What follows belongs to an exercise in optimizing a design on an open flow for small area; a production flow would make more cautious choices. In this exercise RTL edits were held to simulation tests only and were not proved equivalent to the original. Power and IR drop assume default switching activity.

## job 101
==> module hdlc_spmem, before the edit <==
module hdlc_spmem #(
  parameter ADD_WIDTH   = 7,
  parameter WIDTH       = 8,
  parameter DEFAULT_OUT = 1'b1
) (
  input                      clk,
  input                      reset,
  input      [ADD_WIDTH-1:0] add,
  input      [WIDTH-1:0]     Data_In,
  output reg [WIDTH-1:0]     Data_Out,
  input                      WR
);
  reg [WIDTH-1:0] data [0:(1<<ADD_WIDTH)-1];
  integer i;
  always @(posedge clk or negedge reset) begin
    if (!reset) begin
      Data_Out <= {WIDTH{DEFAULT_OUT}};
      for (i = 0; i < (1<<ADD_WIDTH); i = i + 1) data[i] <= {WIDTH{1'b0}};
    end else if (!WR) begin
      data[add] <= Data_In;
      Data_Out  <= {WIDTH{DEFAULT_OUT}};
    end else begin
      Data_Out  <= data[add];
    end
  end
endmodule
==> module hdlc_rxbuff, before the edit <==
module hdlc_rxbuff #(
  parameter FCS_TYPE  = 2,
  parameter ADD_WIDTH = 7
) (
  input                      Clk,
  input                      rst_n,
  input      [7:0]           DataBuff,
  input                      EOF,
  input                      WrBuff,
  output reg [ADD_WIDTH-1:0] FrameSize,
  output reg                 RxRdy,
  output     [7:0]           RxDataBuffOut,
  output reg                 Overflow,
  input                      Rd
);
  localparam IDLE_st = 2'd0, WRITE_st = 2'd1, READ_st = 2'd2;
  localparam [ADD_WIDTH-1:0] MAX_ADDRESS = {ADD_WIDTH{1'b1}};
  reg                  load_FrSize, en_Count, rst_count, WR_i;
  reg  [ADD_WIDTH-1:0] Count;
  wire [ADD_WIDTH-1:0] Address;
  reg  [ADD_WIDTH-1:0] FrameSize_i;
  reg                  Overflow_i, RxRdy_i;
  reg  [1:0]           p_state, n_state;
  assign Address = Count;
  always @(posedge Clk or negedge rst_n)
    if (!rst_n)          Count <= {ADD_WIDTH{1'b0}};
    else if (rst_count)  Count <= {ADD_WIDTH{1'b0}};
    else if (en_Count)   Count <= Count + 1'b1;
  always @(posedge Clk or negedge rst_n)
    if (!rst_n) begin
      FrameSize   <= {ADD_WIDTH{1'b0}};
      FrameSize_i <= {ADD_WIDTH{1'b0}};
    end else if (load_FrSize) begin
      FrameSize   <= Address - FCS_TYPE;
      FrameSize_i <= Address - FCS_TYPE;
    end
  always @(posedge Clk or negedge rst_n)
    if (!rst_n) begin
      p_state  <= IDLE_st;
      Overflow <= 1'b0;
      RxRdy    <= 1'b0;
    end else begin
      p_state  <= n_state;
      Overflow <= Overflow_i;
      RxRdy    <= RxRdy_i;
    end
  always @(*) begin
    case (p_state)
      WRITE_st: begin
        Overflow_i = (Address == MAX_ADDRESS);
        WR_i       = !WrBuff;
        en_Count   = WrBuff;
        if (EOF || (Address == MAX_ADDRESS)) begin
          RxRdy_i     = 1'b1;
          n_state     = READ_st;
          load_FrSize = 1'b1;
          rst_count   = 1'b1;
        end else begin
          RxRdy_i     = 1'b0;
          n_state     = WRITE_st;
          load_FrSize = 1'b0;
          rst_count   = 1'b0;
        end
      end
      READ_st: begin
        WR_i        = 1'b1;
        en_Count    = Rd;
        load_FrSize = 1'b0;
        if (Address == FrameSize_i) begin
          Overflow_i = 1'b0;
          RxRdy_i    = 1'b0;
          n_state    = IDLE_st;
          rst_count  = 1'b1;
        end else begin
          if (WrBuff) begin
            Overflow_i = 1'b1;
            n_state    = WRITE_st;
            rst_count  = 1'b1;
          end else begin
            Overflow_i = 1'b0;
            n_state    = READ_st;
            rst_count  = 1'b0;
          end
          RxRdy_i = 1'b1;
        end
      end
      default: begin   
        RxRdy_i     = 1'b0;
        load_FrSize = 1'b0;
        WR_i        = !WrBuff;
        Overflow_i  = 1'b0;
        if (WrBuff) begin
          n_state   = WRITE_st;
          en_Count  = 1'b1;
          rst_count = 1'b0;
        end else begin
          n_state   = IDLE_st;
          en_Count  = 1'b0;
          rst_count = 1'b1;
        end
      end
    endcase
  end
  hdlc_spmem #(.ADD_WIDTH(ADD_WIDTH), .WIDTH(8), .DEFAULT_OUT(1'b1)) Buff (
    .clk(Clk), .reset(rst_n), .add(Address), .Data_In(DataBuff),
    .Data_Out(RxDataBuffOut), .WR(WR_i));
endmodule
clock: 10.0 ns
lec_check: 0
cap_margin: 20
core_margin: 2
core_utilization: 40
place_density: 0.6
slew_margin: 20
run.sh (not shown) runs the stock make flow with config.mk's settings and CLKGATE_MAP_FILE= SYNTH_SCRIPT=/design/flow/synth_recipe.tcl, a recipe that flattens the netlist after the stock synthesis.
The following lists how job 102 was set up differently from job 101:
diff --git a/flow/design.v b/flow/design.v
--- a/flow/design.v
+++ b/flow/design.v
@@ -631,33 +631,40 @@
       FrameError_D2 <= fe_ff; fe_ff <= FrameError_D1;
     end
 endmodule
 module hdlc_spmem #(
   parameter ADD_WIDTH   = 7,
   parameter WIDTH       = 8,
+  parameter DEPTH       = 1 << ADD_WIDTH,
   parameter DEFAULT_OUT = 1'b1
 ) (
   input                      clk,
   input                      reset,
   input      [ADD_WIDTH-1:0] add,
   input      [WIDTH-1:0]     Data_In,
   output reg [WIDTH-1:0]     Data_Out,
   input                      WR
 );
-  reg [WIDTH-1:0] data [0:(1<<ADD_WIDTH)-1];
-  integer i;
+  reg [WIDTH-1:0] data [0:DEPTH-1];
+  reg [ADD_WIDTH:0] used;    
+  always @(posedge clk)
+    if (!WR) data[add] <= Data_In;
+  always @(posedge clk or negedge reset)
+    if (!reset)
+      used <= {(ADD_WIDTH+1){1'b0}};
+    else if (!WR && ({1'b0, add} == used))
+      used <= used + 1'b1;
   always @(posedge clk or negedge reset) begin
-    if (!reset) begin
+    if (!reset)
       Data_Out <= {WIDTH{DEFAULT_OUT}};
-      for (i = 0; i < (1<<ADD_WIDTH); i = i + 1) data[i] <= {WIDTH{1'b0}};
-    end else if (!WR) begin
-      data[add] <= Data_In;
-      Data_Out  <= {WIDTH{DEFAULT_OUT}};
-    end else begin
-      Data_Out  <= data[add];
-    end
+    else if (!WR)
+      Data_Out <= {WIDTH{DEFAULT_OUT}};
+    else if ({1'b0, add} < used)
+      Data_Out <= data[add];
+    else
+      Data_Out <= {WIDTH{1'b0}};
   end
 endmodule
 module hdlc_txbuff #(
   parameter ADD_WIDTH = 7
 ) (
   input        TxClk,
@@ -853,13 +860,13 @@
           en_Count  = 1'b0;
           rst_count = 1'b1;
         end
       end
     endcase
   end
-  hdlc_spmem #(.ADD_WIDTH(ADD_WIDTH), .WIDTH(8), .DEFAULT_OUT(1'b1)) Buff (
+  hdlc_spmem #(.ADD_WIDTH(ADD_WIDTH), .WIDTH(8), .DEPTH((1<<ADD_WIDTH)-1), .DEFAULT_OUT(1'b1)) Buff (
     .clk(Clk), .reset(rst_n), .add(Address), .Data_In(DataBuff),
     .Data_Out(RxDataBuffOut), .WR(WR_i));
 endmodule
 module hdlc_crc16_d8 (
   input  [7:0]  D,
   input  [15:0] C,
- The final layout from job 102, which completed every stage, passed the timing, DRC and antenna checks at the end of the flow.
- Taking job 101 as the reference, in job 102 maximum number of pins on one net before global-route repair now smaller, initial antenna violation count now smaller.
- Looking at timing-limited maximum frequency, job 102 sits 10% higher than job 101 does.
- Post-synthesis instance total, job 102 vs job 101: down by more than a quarter
- Taking job 101 as the reference, in job 102 via count lost about 36%; full die area lost 10%; starting density of the core neither gained nor lost much; total power lost 0.15 mW.
- Relative to job 101, global-route usage has gone down in job 102.
- When job 102 is set beside job 101, its worst endpoint data arrival time turns out to be 480 ps smaller.
- Job 102 vs job 101: number of clock buffers in the layout down in job 102
- Proportion of synthesized flip-flops having asynchronous set or reset in job 102 is 84 points below job 101.

## afterwards: timing with drivers on the ports
Ports are ideal in the flow. The routed layouts listed here were re-timed in OpenROAD. Step 1: set_driving_cell puts a clkbuf_16 on CLK_I and a buf_2 on each other input, an assumption about the parent block. Step 2 times the ports against the registers' clock, not the clock port: input delays grow and output delays shrink by t, the midpoint of the rising clock arrivals with the driver on. Slacks: ideal / step 1 / step 2; pairs: ideal / step 1.
| run | shift t [ns] | slack for setup (ns) | hold WS [ns] | worst setup path at the end |
|---|---|---|---|---|
| job 101 | 1.001 | 4.752 / 4.752 / 4.456 | 0.350 / 0.350 / 0.350 | input, reset recovery |
| job 102 | 0.951 | 5.246 / 5.246 / 5.106 | 0.349 / 0.349 / 0.349 | input, reset recovery |
After both steps every run listed still meets setup and hold. For job 101, which loses most, drivers alone change the setup slack by 0.000 ns; drivers and shift together by -0.296 ns. Setup slack includes reset recovery checks.
